This design comes from an exercise in tuning for small area, a short achievable clock period and few clock cycles on the open sky130 flow, not from production work. RTL that was checked went through simulation tests only; none was proved equivalent to the original. Power is estimated from default activity; no workload was simulated.

==> flow/design.v (excerpt) <==
module axi_stream_insert_header #(
parameter DATA_WD = 128,
parameter DATA_BYTE_WD = DATA_WD / 8,
parameter BYTE_CNT_WD = $clog2(DATA_BYTE_WD)
) (
input wire clk,
input wire rst_n,
input wire valid_in,
input wire [DATA_WD-1 : 0] data_in,
input wire [DATA_BYTE_WD-1 : 0] keep_in,
input wire last_in,
output wire ready_in,
output wire valid_out,
output wire [DATA_WD-1 : 0] data_out,
output wire [DATA_BYTE_WD-1 : 0] keep_out,
output wire last_out,
input wire ready_out,
input wire valid_insert,
input wire [DATA_WD-1 : 0] data_insert,
input wire [DATA_BYTE_WD-1 : 0] keep_insert,
input wire [BYTE_CNT_WD-1 : 0] byte_insert_cnt,
output wire ready_insert
);
localparam NB = DATA_BYTE_WD;
localparam CW = BYTE_CNT_WD;
localparam [1:0] S_HDR  = 2'd0;    
localparam [1:0] S_DATA = 2'd1;    
localparam [1:0] S_TAIL = 2'd2;    
reg [1:0] state;
reg [DATA_WD-1 : 0] carry;
reg [CW-1 : 0] hm1;                  
  ...
==> module axi_stream_insert_header, before the edit <==
module axi_stream_insert_header #(
parameter DATA_WD = 128,
parameter DATA_BYTE_WD = DATA_WD / 8,
parameter BYTE_CNT_WD = $clog2(DATA_BYTE_WD)
) (
input wire clk,
input wire rst_n,
input wire valid_in,
input wire [DATA_WD-1 : 0] data_in,
input wire [DATA_BYTE_WD-1 : 0] keep_in,
input wire last_in,
output wire ready_in,
output wire valid_out,
output wire [DATA_WD-1 : 0] data_out,
output wire [DATA_BYTE_WD-1 : 0] keep_out,
output wire last_out,
input wire ready_out,
input wire valid_insert,
input wire [DATA_WD-1 : 0] data_insert,
input wire [DATA_BYTE_WD-1 : 0] keep_insert,
input wire [BYTE_CNT_WD-1 : 0] byte_insert_cnt,
output wire ready_insert
);
localparam NB = DATA_BYTE_WD;
localparam CW = BYTE_CNT_WD;
localparam [1:0] S_HDR  = 2'd0;    
localparam [1:0] S_DATA = 2'd1;    
localparam [1:0] S_TAIL = 2'd2;    
reg [1:0] state;
reg [DATA_WD-1 : 0] carry;
reg [CW-1 : 0] hm1;                  
reg [CW-1 : 0] tail_m;               
wire beat_go = (state == S_DATA) && valid_in && ready_out;
wire tail_go = (state == S_TAIL) && ready_out;
wire [2*NB-1 : 0] kjoined = {{NB{1'b1}}, keep_in};
wire [NB : 0] kwindow = kjoined >> hm1;
wire fits = !kwindow[0];
wire pkt_end = tail_go || (beat_go && last_in && fits);
assign ready_in = (state == S_DATA) && ready_out;
assign ready_insert = (state == S_HDR) || pkt_end;
wire hdr_go = valid_insert && ready_insert;
wire [2*DATA_WD-9 : 0] joined = {carry, data_in[DATA_WD-1 : 8]};
assign data_out = joined >> (8 * hm1);
assign valid_out = ((state == S_DATA) && valid_in) || (state == S_TAIL);
assign last_out = (state == S_TAIL) || (last_in && fits);
reg [CW-1 : 0] lowz;
integer i;
always @(*) begin
    lowz = 0;
    for (i = 0; i < NB - 1; i = i + 1)
        if (!keep_in[i])
            lowz = i + 1;
end
genvar g;
generate
    for (g = 0; g < NB; g = g + 1) begin : g_keep
        assign keep_out[g] = (state == S_TAIL) ? (g + tail_m >= NB - 1) : kwindow[g + 1];
    end
endgenerate
always @(posedge clk or negedge rst_n) begin
    if (!rst_n) begin
        state <= S_HDR;
    end else begin
        if (hdr_go)
            state <= S_DATA;
        else if (pkt_end)
            state <= S_HDR;
        else if (beat_go && last_in)
            state <= S_TAIL;
    end
end
wire [CW-1 : 0] end_m = hm1 - lowz;
always @(posedge clk) begin
    if (hdr_go) begin
        carry <= data_insert;
        hm1 <= byte_insert_cnt - 1'b1;
    end else if (beat_go) begin
        carry <= data_in;
    end
    if (beat_go)
        tail_m <= end_m;
end
endmodule
clock: 6.5 ns
lec_check: 0
cap_margin: 20
core_margin: 2
core_utilization: 40
setup_slack_margin: 2.5
slew_margin: 20
standard.sh (not shown) runs the stock make flow with config.mk's settings and CLKGATE_MAP_FILE= SYNTH_SCRIPT=/design/flow/synth_recipe.tcl, a recipe that flattens the netlist after the stock synthesis.
==> flow/flow/run.sh <==
#!/bin/bash
# Standard layout, with plain buf_1 cells as the port buffers.
cp standard.sh standard_sh.txt
export BUFFER_PORTS_ARGS="-buffer_cell sky130_fd_sc_hd__buf_1"
bash standard.sh > standard.log 2>&1
Next try:
--- a/flow/design.v
+++ b/flow/design.v
@@ -29,35 +29,52 @@
 reg [1:0] state;
 reg [DATA_WD-1 : 0] carry;
 reg [CW-1 : 0] hm1;                  
 reg [CW-1 : 0] tail_m;               
 wire beat_go = (state == S_DATA) && valid_in && ready_out;
 wire tail_go = (state == S_TAIL) && ready_out;
+wire [2*DATA_WD-9 : 0] joined = {carry, data_in[DATA_WD-1 : 8]};
+wire [3:0] sa = 4'b0001 << hm1[3:2];
+wire [3:0] sb = 4'b0001 << hm1[1:0];
+wire [8*(NB+3)-1 : 0] ya = ({8*(NB+3){sa[0]}} & joined[0  +: 8*(NB+3)])
+                         | ({8*(NB+3){sa[1]}} & joined[32 +: 8*(NB+3)])
+                         | ({8*(NB+3){sa[2]}} & joined[64 +: 8*(NB+3)])
+                         | ({8*(NB+3){sa[3]}} & joined[96 +: 8*(NB+3)]);
+assign data_out = ({DATA_WD{sb[0]}} & ya[0  +: DATA_WD])
+                | ({DATA_WD{sb[1]}} & ya[8  +: DATA_WD])
+                | ({DATA_WD{sb[2]}} & ya[16 +: DATA_WD])
+                | ({DATA_WD{sb[3]}} & ya[24 +: DATA_WD]);
 wire [2*NB-1 : 0] kjoined = {{NB{1'b1}}, keep_in};
-wire [NB : 0] kwindow = kjoined >> hm1;
+wire [NB+3 : 0] ka = ({(NB+4){sa[0]}} & kjoined[0  +: NB+4])
+                   | ({(NB+4){sa[1]}} & kjoined[4  +: NB+4])
+                   | ({(NB+4){sa[2]}} & kjoined[8  +: NB+4])
+                   | ({(NB+4){sa[3]}} & kjoined[12 +: NB+4]);
+wire [NB : 0] kwindow = ({(NB+1){sb[0]}} & ka[0 +: NB+1])
+                      | ({(NB+1){sb[1]}} & ka[1 +: NB+1])
+                      | ({(NB+1){sb[2]}} & ka[2 +: NB+1])
+                      | ({(NB+1){sb[3]}} & ka[3 +: NB+1]);
 wire fits = !kwindow[0];
 wire pkt_end = tail_go || (beat_go && last_in && fits);
 assign ready_in = (state == S_DATA) && ready_out;
 assign ready_insert = (state == S_HDR) || pkt_end;
 wire hdr_go = valid_insert && ready_insert;
-wire [2*DATA_WD-9 : 0] joined = {carry, data_in[DATA_WD-1 : 8]};
-assign data_out = joined >> (8 * hm1);
 assign valid_out = ((state == S_DATA) && valid_in) || (state == S_TAIL);
 assign last_out = (state == S_TAIL) || (last_in && fits);
 reg [CW-1 : 0] lowz;
 integer i;
 always @(*) begin
     lowz = 0;
     for (i = 0; i < NB - 1; i = i + 1)
         if (!keep_in[i])
             lowz = i + 1;
 end
+wire [NB-1 : 0] tail_keep = ~({1'b0, {(NB-1){1'b1}}} >> tail_m);
 genvar g;
 generate
     for (g = 0; g < NB; g = g + 1) begin : g_keep
-        assign keep_out[g] = (state == S_TAIL) ? (g + tail_m >= NB - 1) : kwindow[g + 1];
+        assign keep_out[g] = (state == S_TAIL) ? tail_keep[g] : kwindow[g + 1];
     end
 endgenerate
 always @(posedge clk or negedge rst_n) begin
     if (!rst_n) begin
         state <= S_HDR;
     end else begin
@@ -66,17 +83,30 @@
         else if (pkt_end)
             state <= S_HDR;
         else if (beat_go && last_in)
             state <= S_TAIL;
     end
 end
-wire [CW-1 : 0] end_m = hm1 - lowz;
+function [CW-1 : 0] sub;
+    input [CW-1 : 0] a;
+    input [CW-1 : 0] b;
+    integer j;
+    reg c;
+    begin
+        c = 1'b0;
+        for (j = 0; j < CW; j = j + 1) begin
+            sub[j] = a[j] ^ b[j] ^ c;
+            c = (!a[j] && (b[j] || c)) || (b[j] && c);
+        end
+    end
+endfunction
+wire [CW-1 : 0] end_m = sub(hm1, lowz);
 always @(posedge clk) begin
     if (hdr_go) begin
         carry <= data_insert;
-        hm1 <= byte_insert_cnt - 1'b1;
+        hm1 <= sub(byte_insert_cnt, 1);
     end else if (beat_go) begin
         carry <= data_in;
     end
     if (beat_go)
         tail_m <= end_m;
 end
What happened: Die area decreases by about a fifth; via count decreases by about a fifth; cell area decreases by about a fifth; worst setup slack improves by 0.064 ns; routed wire length decreases by a quarter to a third; synthesized cell count decreases by a quarter to a third; critical path depth decreases by 1; global-route usage decreases by 1.6 points; combinational power decreases by about a fifth; non-clock buffer count decreases by 5; clock skew hardly moves; final cell count decreases by about a fifth; utilization increases by 1.3 points.
Testbench counts after the change, summed over its fixed seeds: cycles 16,082.
Function not checked in the first run of this note: the RTL went through the layout flow alone.

========
Setup of run a:
Another version of the RTL of axi_stream_insert_header (not shown whole).
Size in the first run: about 1,500 cells after synthesis, ~150 flip-flops, roughly 450 I/O pins, ~0.013 mm^2 of cells after synthesis.
==> module axi_stream_insert_header, before the edit <==
module axi_stream_insert_header #(
parameter DATA_WD = 128,
parameter DATA_BYTE_WD = DATA_WD / 8,
parameter BYTE_CNT_WD = $clog2(DATA_BYTE_WD)
) (
input wire clk,
input wire rst_n,
input wire valid_in,
input wire [DATA_WD-1 : 0] data_in,
input wire [DATA_BYTE_WD-1 : 0] keep_in,
input wire last_in,
output wire ready_in,
output wire valid_out,
output wire [DATA_WD-1 : 0] data_out,
output wire [DATA_BYTE_WD-1 : 0] keep_out,
output wire last_out,
input wire ready_out,
input wire valid_insert,
input wire [DATA_WD-1 : 0] data_insert,
input wire [DATA_BYTE_WD-1 : 0] keep_insert,
input wire [BYTE_CNT_WD-1 : 0] byte_insert_cnt,
output wire ready_insert
);
localparam NB = DATA_BYTE_WD;
localparam CW = BYTE_CNT_WD;
localparam [1:0] S_HDR  = 2'd0;    
localparam [1:0] S_DATA = 2'd1;    
localparam [1:0] S_TAIL = 2'd2;    
reg [1:0] state;
reg [DATA_WD-1 : 0] carry;
reg [CW-1 : 0] hm1;                  
reg [CW-1 : 0] tail_m;               
reg [3:0] sa;                        
reg [3:0] sb;                        
wire beat_go = (state == S_DATA) && valid_in && ready_out;
wire tail_go = (state == S_TAIL) && ready_out;
wire [2*DATA_WD-9 : 0] joined = {carry, data_in[DATA_WD-1 : 8]};
wire [8*(NB+3)-1 : 0] ya = ({8*(NB+3){sa[0]}} & joined[0  +: 8*(NB+3)])
                         | ({8*(NB+3){sa[1]}} & joined[32 +: 8*(NB+3)])
                         | ({8*(NB+3){sa[2]}} & joined[64 +: 8*(NB+3)])
                         | ({8*(NB+3){sa[3]}} & joined[96 +: 8*(NB+3)]);
assign data_out = ({DATA_WD{sb[0]}} & ya[0  +: DATA_WD])
                | ({DATA_WD{sb[1]}} & ya[8  +: DATA_WD])
                | ({DATA_WD{sb[2]}} & ya[16 +: DATA_WD])
                | ({DATA_WD{sb[3]}} & ya[24 +: DATA_WD]);
wire [2*NB-1 : 0] kjoined = {{NB{1'b1}}, keep_in};
wire [NB+3 : 0] ka = ({(NB+4){sa[0]}} & kjoined[0  +: NB+4])
                   | ({(NB+4){sa[1]}} & kjoined[4  +: NB+4])
                   | ({(NB+4){sa[2]}} & kjoined[8  +: NB+4])
                   | ({(NB+4){sa[3]}} & kjoined[12 +: NB+4]);
wire [NB : 0] kwindow = ({(NB+1){sb[0]}} & ka[0 +: NB+1])
                      | ({(NB+1){sb[1]}} & ka[1 +: NB+1])
                      | ({(NB+1){sb[2]}} & ka[2 +: NB+1])
                      | ({(NB+1){sb[3]}} & ka[3 +: NB+1]);
wire fits = !kwindow[0];
wire pkt_end = tail_go || (beat_go && last_in && fits);
assign ready_in = (state == S_DATA) && ready_out;
assign ready_insert = (state == S_HDR) || pkt_end;
wire hdr_go = valid_insert && ready_insert;
assign valid_out = ((state == S_DATA) && valid_in) || (state == S_TAIL);
assign last_out = (state == S_TAIL) || (last_in && fits);
reg [CW-1 : 0] lowz;
integer i;
always @(*) begin
    lowz = 0;
    for (i = 0; i < NB - 1; i = i + 1)
        if (!keep_in[i])
            lowz = i + 1;
end
wire [NB-1 : 0] tail_keep = ~({1'b0, {(NB-1){1'b1}}} >> tail_m);
genvar g;
generate
    for (g = 0; g < NB; g = g + 1) begin : g_keep
        assign keep_out[g] = (state == S_TAIL) ? tail_keep[g] : kwindow[g + 1];
    end
endgenerate
always @(posedge clk or negedge rst_n) begin
    if (!rst_n) begin
        state <= S_HDR;
    end else begin
        if (hdr_go)
            state <= S_DATA;
        else if (pkt_end)
            state <= S_HDR;
        else if (beat_go && last_in)
            state <= S_TAIL;
    end
end
function [CW-1 : 0] sub;
    input [CW-1 : 0] a;
    input [CW-1 : 0] b;
    integer j;
    reg c;
    begin
        c = 1'b0;
        for (j = 0; j < CW; j = j + 1) begin
            sub[j] = a[j] ^ b[j] ^ c;
            c = (!a[j] && (b[j] || c)) || (b[j] && c);
        end
    end
endfunction
wire [CW-1 : 0] hm1_in = sub(byte_insert_cnt, 1);
wire [CW-1 : 0] end_m = sub(hm1, lowz);
wire hdr_sel = (state != S_DATA) || (last_in && fits);
always @(posedge clk) begin
    if (hdr_go || beat_go)
        carry <= hdr_sel ? data_insert : data_in;
    if (hdr_go) begin
        hm1 <= hm1_in;
        sa <= 4'b0001 << hm1_in[3:2];
        sb <= 4'b0001 << hm1_in[1:0];
    end
    if (beat_go)
        tail_m <= end_m;
end
endmodule
export LEC_CHECK = 0
export CAP_MARGIN = 20
export CORE_MARGIN = 2
export CORE_UTILIZATION = 40
export SETUP_SLACK_MARGIN = 2.5
export SLEW_MARGIN = 20
create_clock -name core_clock -period 6.5 [get_ports {clk}]
Scripts as last shown in full above: flow/flow/run.sh
Testbench counts of run a, summed over its fixed seeds: cycles 16,082.
--- input diff run a..run b ---
--- a/flow/design.v
+++ b/flow/design.v
@@ -29,35 +29,19 @@
 reg [1:0] state;
 reg [DATA_WD-1 : 0] carry;
 reg [CW-1 : 0] hm1;                  
 reg [CW-1 : 0] tail_m;               
-reg [3:0] sa;                        
-reg [3:0] sb;                        
 wire beat_go = (state == S_DATA) && valid_in && ready_out;
 wire tail_go = (state == S_TAIL) && ready_out;
-wire [2*DATA_WD-9 : 0] joined = {carry, data_in[DATA_WD-1 : 8]};
-wire [8*(NB+3)-1 : 0] ya = ({8*(NB+3){sa[0]}} & joined[0  +: 8*(NB+3)])
-                         | ({8*(NB+3){sa[1]}} & joined[32 +: 8*(NB+3)])
-                         | ({8*(NB+3){sa[2]}} & joined[64 +: 8*(NB+3)])
-                         | ({8*(NB+3){sa[3]}} & joined[96 +: 8*(NB+3)]);
-assign data_out = ({DATA_WD{sb[0]}} & ya[0  +: DATA_WD])
-                | ({DATA_WD{sb[1]}} & ya[8  +: DATA_WD])
-                | ({DATA_WD{sb[2]}} & ya[16 +: DATA_WD])
-                | ({DATA_WD{sb[3]}} & ya[24 +: DATA_WD]);
 wire [2*NB-1 : 0] kjoined = {{NB{1'b1}}, keep_in};
-wire [NB+3 : 0] ka = ({(NB+4){sa[0]}} & kjoined[0  +: NB+4])
-                   | ({(NB+4){sa[1]}} & kjoined[4  +: NB+4])
-                   | ({(NB+4){sa[2]}} & kjoined[8  +: NB+4])
-                   | ({(NB+4){sa[3]}} & kjoined[12 +: NB+4]);
-wire [NB : 0] kwindow = ({(NB+1){sb[0]}} & ka[0 +: NB+1])
-                      | ({(NB+1){sb[1]}} & ka[1 +: NB+1])
-                      | ({(NB+1){sb[2]}} & ka[2 +: NB+1])
-                      | ({(NB+1){sb[3]}} & ka[3 +: NB+1]);
+wire [NB : 0] kwindow = kjoined >> hm1;
 wire fits = !kwindow[0];
 wire pkt_end = tail_go || (beat_go && last_in && fits);
 assign ready_in = (state == S_DATA) && ready_out;
 assign ready_insert = (state == S_HDR) || pkt_end;
 wire hdr_go = valid_insert && ready_insert;
+wire [2*DATA_WD-9 : 0] joined = {carry, data_in[DATA_WD-1 : 8]};
+assign data_out = joined >> (8 * hm1);
 assign valid_out = ((state == S_DATA) && valid_in) || (state == S_TAIL);
 assign last_out = (state == S_TAIL) || (last_in && fits);
 reg [CW-1 : 0] lowz;
 integer i;
@@ -98,18 +82,15 @@
             c = (!a[j] && (b[j] || c)) || (b[j] && c);
         end
     end
 endfunction
-wire [CW-1 : 0] hm1_in = sub(byte_insert_cnt, 1);
 wire [CW-1 : 0] end_m = sub(hm1, lowz);
-wire hdr_sel = (state != S_DATA) || (last_in && fits);
 always @(posedge clk) begin
-    if (hdr_go || beat_go)
-        carry <= hdr_sel ? data_insert : data_in;
     if (hdr_go) begin
-        hm1 <= hm1_in;
-        sa <= 4'b0001 << hm1_in[3:2];
-        sb <= 4'b0001 << hm1_in[1:0];
+        carry <= data_insert;
+        hm1 <= sub(byte_insert_cnt, 1);
+    end else if (beat_go) begin
+        carry <= data_in;
     end
     if (beat_go)
         tail_m <= end_m;
 end
Notes after the runs:
Run a did not stop at any stage, and its layout met the timing, design-rule and antenna checks. Run b ended with every stage complete and zero timing, DRC or antenna violations. In the flow results for run b and run a, the number of nets in the layout is larger on run b. Taking run a over run b, the mean instance size in the synthesized netlist ratio works out to 0.934. Sequential share of power (lower): run b. Run comparison: run b top layer used by detailed routing met5; run a top layer used by detailed routing met4. Between run a and run b, the flow reports total of flip-flops plus latches after synthesis decreasing by a few percent. Cell area | run b vs run a | run b larger. Start point of the critical path: data_in[121] -> run b, sb[2] -> run a.
The RTL of run b was laid out without a check of its function.

## afterwards: timing with drivers on the ports
Ports are ideal in the flow. The routed layouts listed here were re-timed in OpenROAD.
Step 1 sets driving cells, clkbuf_16 on the clock port and buf_2 on the other inputs (assumed; they add their load-dependent delay and slew).
Step 2 moves the port delays by t, midway between the first and last clock arrival at a register: inputs arrive t later, outputs are due t later. That takes back most of the time a late clock gives input paths.
a / b / c = ideal / step 1 / step 2; a / b = the first two.
| run | shift t [ns] | setup slack, ns | cell pins on the clock port's net |
|---|---|---|---|
| the first run of note 1 | 0.514 | 2.446 / 2.372 / 2.372 | 1 |
| the second run of note 1 | 0.500 | 2.510 / 2.485 / 2.418 | 1 |
| run a | 0.508 | 2.538 / 2.485 / 2.473 | 1 |
| run b | 0.513 | 2.469 / 2.444 / 2.301 | 1 |
After both steps every run listed still meets setup and hold. For run b, which loses most, drivers alone change the setup slack by -0.025 ns; drivers and shift together by -0.168 ns.
